This design comes from an exercise in tuning for small area on the open sky130 flow, not from production work.
Only simulation tests tie the RTL to the original design; equivalence was not proved.

==> flow/design.v <==
`timescale 1ns / 1ps
module step2048(input [3:0] a, input [3:0] b, output [3:0] ao, output [3:0] bo);
    wire z  = ~|a;
    wire eq = ~|(a ^ b);
    wire f = (~b[3] & ~(b[2] & b[1])) | (b[3] & b[1] & ~b[0]);
    wire m = z | eq;
    assign ao = m ? (z ? b : {b[2:0], f}) : a;
    assign bo = m ? 4'd0 : b;
endmodule
module line2048(input [15:0] i, output [15:0] o);
    wire [3:0] a0 = i[3:0], a1 = i[7:4], a2 = i[11:8], a3 = i[15:12];
    wire [3:0] b0, b1, c1, c2, d1, e1, e2, e3, f1, f2, g0, g1;
    step2048 s1(a0, a1, b0, b1);    
    step2048 s2(b1, a2, c1, c2);    
    step2048 s3(b0, c1, d1, e1);    
    step2048 s4(c2, a3, e2, e3);    
    step2048 s5(e1, e2, f1, f2);    
    step2048 s6(d1, f1, g0, g1);    
    assign o = {e3, f2, g1, g0};
endmodule
module move_in(input [63:0] bd, input A, input B, input ax, input fr, output [31:0] uin);
    function [3:0] cellv(input [63:0] b, input integer r, input integer c);
        cellv = b[(4*r+c)*4 +: 4];
    endfunction
    wire rn = ~ax & ~fr, rf = ~ax & fr, cn = ax & ~fr, cf = ax & fr;
    genvar gu, gp;
    generate for (gu = 0; gu < 2; gu = gu + 1) begin : u
        for (gp = 0; gp < 4; gp = gp + 1) begin : ip
            assign uin[gu*16 + gp*4 +: 4] =
                ({4{A & rn}} & cellv(bd, gu, gp))     | ({4{B & rn}} & cellv(bd, gu+2, gp))   |
                ({4{A & rf}} & cellv(bd, gu, 3-gp))   | ({4{B & rf}} & cellv(bd, gu+2, 3-gp)) |
                ({4{A & cn}} & cellv(bd, gp, gu))     | ({4{B & cn}} & cellv(bd, gp, gu+2))   |
                ({4{A & cf}} & cellv(bd, 3-gp, gu))   | ({4{B & cf}} & cellv(bd, 3-gp, gu+2));
        end
    end endgenerate
endmodule
module move_out(input [63:0] bd, input [31:0] uout, input A, input B, input clr, input pl,
                input ax, input [15:0] place, output [63:0] cur, output [63:0] bd_next);
    genvar gi, gj;
    generate for (gi = 0; gi < 4; gi = gi + 1) begin : ni
        for (gj = 0; gj < 4; gj = gj + 1) begin : nj
            wire [3:0] cR = uout[(gi%2)*16 + gj*4 +: 4];    
            wire [3:0] cC = uout[(gj%2)*16 + gi*4 +: 4];    
            wire bR = (gi >= 2) & B & ~ax;
            wire bC = (gj >= 2) & B & ax;
            wire [3:0] cv = ({4{bR}} & cR) | ({4{bC}} & cC) | ({4{~(bR | bC | clr)}} & bd[(4*gi+gj)*4 +: 4]);
            assign cur[(4*gi+gj)*4 +: 4] = cv;
            wire aR = (gi < 2) & A & ~ax;
            wire aC = (gj < 2) & A & ax;
            wire [3:0] pv = (pl & place[4*gi+gj]) ? 4'd1 : cv;
            wire [3:0] nv = ({4{aR}} & cR) | ({4{aC}} & cC) | ({4{~(aR | aC)}} & pv);
            assign bd_next[(4*gi+gj)*4 +: 4] = (gi == 0 && gj == 0) ? (nv | {3'b000, clr}) : nv;
        end
    end endgenerate
endmodule
module placer(input [63:0] cur, input hf, input vf, output [15:0] place, output placeable,
              output found_11);
    wire [15:0] blank, is11;
    genvar gi, gj;
    generate for (gi = 0; gi < 16; gi = gi + 1) begin : t
        assign blank[gi] = (cur[gi*4 +: 4] == 4'd0);
        assign is11[gi]  = (cur[gi*4 +: 4] == 4'b1000);
    end endgenerate
    assign placeable = |blank;
    assign found_11  = |is11;
    wire [15:0] stop = blank | is11;
    wire [3:0] rs = {|stop[15:12], |stop[11:8], |stop[7:4], |stop[3:0]};
    generate for (gi = 0; gi < 4; gi = gi + 1) begin : pr
        wire rb = vf ? |(rs >> (gi + 1)) : |(rs << (4 - gi));
        for (gj = 0; gj < 4; gj = gj + 1) begin : pc
            wire [3:0] rw = stop[4*gi +: 4];
            wire cb = hf ? |(rw >> (gj + 1)) : |(rw << (4 - gj));
            assign place[4*gi+gj] = blank[4*gi+gj] & ~rb & ~cb;
        end
    end endgenerate
endmodule
module display(input [9:0] hCount, input [9:0] vCount, input bright, input [63:0] cur,
               input hf, input vf, input bgset, input win, output [11:0] rgb);
    wire [10:0] t, u;
    genvar i;
    generate for (i = 0; i < 11; i = i + 1) begin : k
        assign t[i] = hCount >= 180 + 50*i;
        assign u[i] = hCount >= 221 + 50*i;
    end endgenerate
    wire keyh = |(t & ~u);
    wire keyv = (vCount >= 40) && (vCount < 81);
    wire inkey = keyh & keyv;
    wire [3:0] kexp;
    assign kexp[0] = ~t[3] | (t[4] & ~t[5]) | (t[6] & ~t[8]);
    assign kexp[1] = (t[1] & ~t[4]) | (t[5] & ~t[6]) | (t[7] & ~t[9]);
    assign kexp[2] = (t[2] & ~t[5]) | (t[6] & ~t[7]) | (t[8] & ~t[10]);
    assign kexp[3] = (t[3] & ~t[6]) | (t[7] & ~t[8]) | t[9];
    wire [3:0] rt, ru, ct, cu;
    generate for (i = 0; i < 4; i = i + 1) begin : b
        assign rt[i] = vCount >= 180 + 45*i;
        assign ru[i] = vCount >= 221 + 45*i;
        assign ct[i] = hCount >= 380 + 45*i;
        assign cu[i] = hCount >= 421 + 45*i;
    end endgenerate
    wire [3:0] ir = rt & ~ru, ic = ct & ~cu;    
    wire inboard = |ir & |ic;
    wire [3:0] pr = vf ? {ir[0], ir[1], ir[2], ir[3]} : ir;
    wire [3:0] pc = hf ? {ic[0], ic[1], ic[2], ic[3]} : ic;
    reg [3:0] bexp;
    reg [3:0] colv;
    integer r, c;
    always @(*) begin
        bexp = 4'd0;
        for (c = 0; c < 4; c = c + 1) begin
            colv = 4'd0;
            for (r = 0; r < 4; r = r + 1)
                colv = colv | ({4{pr[r]}} & cur[(4*r+c)*4 +: 4]);
            bexp = bexp | ({4{pc[c]}} & colv);
        end
    end
    wire [3:0] e = inkey ? kexp : bexp;
    reg [11:0] color;
    always @(*)
        case (e)
            4'b0000: color = 12'h666;    
            4'b0001: color = 12'hEDC;    
            4'b0010: color = 12'hC23;    
            4'b0011: color = 12'hC98;    
            4'b0100: color = 12'h2B4;    
            4'b0101: color = 12'hEB4;    
            4'b0110: color = 12'h8B5;    
            4'b0111: color = 12'hD95;    
            4'b1000: color = 12'h15D;    
            4'b1001: color = 12'hBD4;    
            4'b1010: color = 12'hF33;    
            4'b1011: color = 12'hFB0;    
            4'b1100: color = 12'h4AD;    
            4'b1101: color = 12'hF65;    
            4'b1110: color = 12'hF84;    
            4'b1111: color = 12'hF44;    
        endcase
    wire [11:0] background = ~bgset ? 12'hFFF : (win ? 12'h080 : 12'h800);
    assign rgb = ~bright ? 12'h000 : (inkey | inboard) ? color : background;
endmodule
module ee354_2048(Clk, Reset, q_I, q_Wait, q_Up, q_Down, q_Right, q_Left, q_Win, q_Lose, up, down, left, right, hCount, vCount, rgb, background, bright);
input Clk, Reset;
input up, down, left, right;
input [9:0] hCount, vCount;
input bright;
output q_I, q_Wait, q_Up, q_Down, q_Right, q_Left, q_Win, q_Lose;
output [11:0] rgb;
output [11:0] background;
reg sI, sW, sM, sWin, sLose;
reg ax;           
reg fr;           
reg hf, vf;       
reg bgset;        
reg pend;
wire far = fr ^ (ax ? vf : hf);
assign q_I = sI;
assign q_Wait = sW;
assign q_Up = sM & ax & ~far;
assign q_Down = sM & ax & far;
assign q_Left = sM & ~ax & ~far;
assign q_Right = sM & ~ax & far;
assign q_Win = sWin;
assign q_Lose = sLose;
assign background = ~bgset ? 12'hFFF : (sWin ? 12'h080 : 12'h800);
reg [63:0] bd;    
wire A = sM;            
wire B = pend;          
wire [31:0] uin, uout;
wire [63:0] cur, bd_next;
wire [15:0] place;
wire placeable, found_11;
move_in mi(.bd(bd), .A(A), .B(B), .ax(ax), .fr(fr), .uin(uin));
line2048 ln0(uin[15:0], uout[15:0]);
line2048 ln1(uin[31:16], uout[31:16]);
move_out mo(.bd(bd), .uout(uout), .A(A), .B(B), .clr(sI), .pl(B), .ax(ax),
            .place(place), .cur(cur), .bd_next(bd_next));
placer pc(.cur(cur), .hf(hf), .vf(vf), .place(place), .placeable(placeable), .found_11(found_11));
display dp(.hCount(hCount), .vCount(vCount), .bright(bright), .cur(cur), .hf(hf), .vf(vf),
           .bgset(bgset), .win(sWin), .rgb(rgb));
always @(posedge Clk)
    bd <= bd_next;
wire go = ~found_11 & placeable & (up | down | left | right);
always @(posedge Clk) begin
    if (sW) begin
        ax <= up | down;
        fr <= (up | down) ? (~up ^ vf) : (~left ^ hf);
    end
    if (sI) begin
        hf <= 1'b0;
        vf <= 1'b0;
    end else if (sM & fr) begin
        hf <= hf ^ ~ax;
        vf <= vf ^ ax;
    end
end
always @(posedge Clk, posedge Reset)
begin
    if (Reset) begin
        sI <= 1'b1;
        sW <= 1'b0;
        sM <= 1'b0;
        sWin <= 1'b0;
        sLose <= 1'b0;
        bgset <= 1'b0;
        pend <= 1'b0;
    end else begin
        pend <= sI | sM;
        sI <= 1'b0;
        sW <= sI | sM | (sW & ~found_11 & placeable & ~go);
        sM <= sW & go;
        sWin <= sWin | (sW & found_11);
        sLose <= sLose | (sW & ~found_11 & ~placeable);
        bgset <= sWin | sLose;
    end
end
endmodule
clock: 15.0 ns
lec_check: 0
cap_margin: 20
core_margin: 2
core_utilization: 40
slew_margin: 20
standard.sh (not shown) runs the stock make flow with config.mk's settings and CLKGATE_MAP_FILE= SYNTH_SCRIPT=/design/flow/synth_recipe.tcl, a recipe that flattens the netlist after the stock synthesis.
==> flow/flow/run.sh <==
#!/bin/bash
# Layout flow: the standard layout, with the synthesis step run by the standard flow's own
# synthesis script but an area-oriented ABC mapping script (area.abc) in place of
# ORFS's speed script. Everything before and after ABC (flip-flop mapping, flattening,
# renaming) is the standard flow's synthesis unchanged, so the registers keep their names and cells.
# The later steps are the standard.sh with smaller port buffers, no timing-driven
# global placement and smaller clock-tree buffers (clkbuf_8) and a denser floorplan.
set -euo pipefail
W=$(pwd)
export AREA_ABC_SCRIPT="$W/flow/area.abc"
export FLOW_SYNTH_TCL="$W/synth_recipe.tcl"
make -C "$FLOW_HOME" DESIGN_CONFIG="$W/config.mk" WORK_HOME="$W/orfs" CLKGATE_MAP_FILE= \
    SYNTH_SCRIPT="$W/flow/synth_area.tcl" synth > "$W/synth.log" 2>&1
bash "$W/standard.sh" \
    "BUFFER_PORTS_ARGS=-buffer_cell sky130_fd_sc_hd__buf_1" \
    GPL_TIMING_DRIVEN=0 \
    "CTS_ARGS=-sink_clustering_enable -repair_clock_nets -dont_use_dummy_load -buf_list sky130_fd_sc_hd__clkbuf_8" \
    CAP_MARGIN=10 SLEW_MARGIN=10 CORE_UTILIZATION=60 \
    finish > "$W/layout.log" 2>&1
==> flow/flow/area.abc <==
strash
&get -n
&fraig -x
&put
scorr
dc2
dretime
strash
dc2
balance
rewrite
refactor
balance
rewrite
rewrite -z
balance
refactor -z
rewrite -z
balance
dc2
balance
rewrite
refactor
balance
rewrite
rewrite -z
balance
refactor -z
rewrite -z
balance
&get -n
&deepsyn -T 300
&dch -f -C 32
&nf -R 1000 -p -C 32
&put
==> flow/flow/synth_area.tcl <==
# synth_recipe.tcl with ORFS's ABC call redirected to the area script in AREA_ABC_SCRIPT,
# and no extraction of half and full adders (ABC maps that logic with the rest)
proc abc {args} {
  set i [lsearch -exact $args -script]
  if { $i >= 0 } {
    set args [lreplace $args [expr { $i + 1 }] [expr { $i + 1 }] $::env(AREA_ABC_SCRIPT)]
  }
  puts "area abc: $args"
  yosys abc {*}$args
}
# leave half and full adders to ABC
proc extract_fa {args} { puts "extract_fa skipped" }
# the smallest buffer for output ports that share a net (they get port buffers later)
set ::env(MIN_BUF_CELL_AND_PORTS) "sky130_fd_sc_hd__buf_1 A X"
source $::env(FLOW_SYNTH_TCL)
Edit:
--- a/flow/flow/area.abc
+++ b/flow/flow/area.abc
@@ -33,3 +33,3 @@
 &dch -f -C 32
-&nf -R 1000 -p -C 32
+&nf -R 1000 -p -C 32 -F 8 -A 4 -E 10
 &put
Outcome:
- The changed run produced a clean layout
- die area goes down slightly
- global-route usage falls by 0.93 points
- worst hold slack gains 19 ps
- clock skew hardly moves
- routed wire length shrinks by a few percent
- final area shrinks slightly
- core utilization drops by 0.47 points
- sequential cell count does not change
- worst setup slack gets better by 69 ps
- final cell count drops by a few percent
Edit:
--- a/flow/flow/run.sh
+++ b/flow/flow/run.sh
@@ -6,3 +6,3 @@
 # The later steps are the standard.sh with smaller port buffers, no timing-driven
-# global placement and smaller clock-tree buffers (clkbuf_8) and a denser floorplan.
+# global placement and smaller clock-tree buffers (clkbuf_8).
 set -euo pipefail
@@ -17,3 +17,3 @@
     "CTS_ARGS=-sink_clustering_enable -repair_clock_nets -dont_use_dummy_load -buf_list sky130_fd_sc_hd__clkbuf_8" \
-    CAP_MARGIN=10 SLEW_MARGIN=10 CORE_UTILIZATION=60 \
+    CAP_MARGIN=10 SLEW_MARGIN=10 \
     finish > "$W/layout.log" 2>&1
--- a/flow/flow/area.abc
+++ b/flow/flow/area.abc
@@ -33,3 +33,3 @@
 &dch -f -C 32
-&nf -R 1000 -p -C 32 -F 8 -A 4 -E 10
+&nf -R 1000 -p -C 32
 &put
After rerunning:
- synthesized cell count came out higher by a few percent
- routed wire length came out higher by roughly a tenth
- cell area came out higher by a few percent

static timing again, ports no longer ideal:
Ports are ideal in the flow. The routed layouts listed here were re-timed in OpenROAD.
Step 1, drivers: a clkbuf_16 drives Clk and a buf_2 each remaining input, both assumed.
Step 2 moves the port delays by t, midway between the first and last clock arrival at a register: inputs arrive t later, outputs are due t later. That takes back most of the time a late clock gives input paths.
Slacks: ideal / step 1 / step 2; pairs: ideal / step 1.
run	t (ns)	slack for setup (ns)	pins driven straight from the clock port
the first run	0.396	0.676 / 0.638 / 1.034	1
the second run	0.401	0.745 / 0.709 / 1.111	1
the third run	0.408	0.963 / 0.925 / 1.333	1
After both steps every run listed still meets setup and hold.
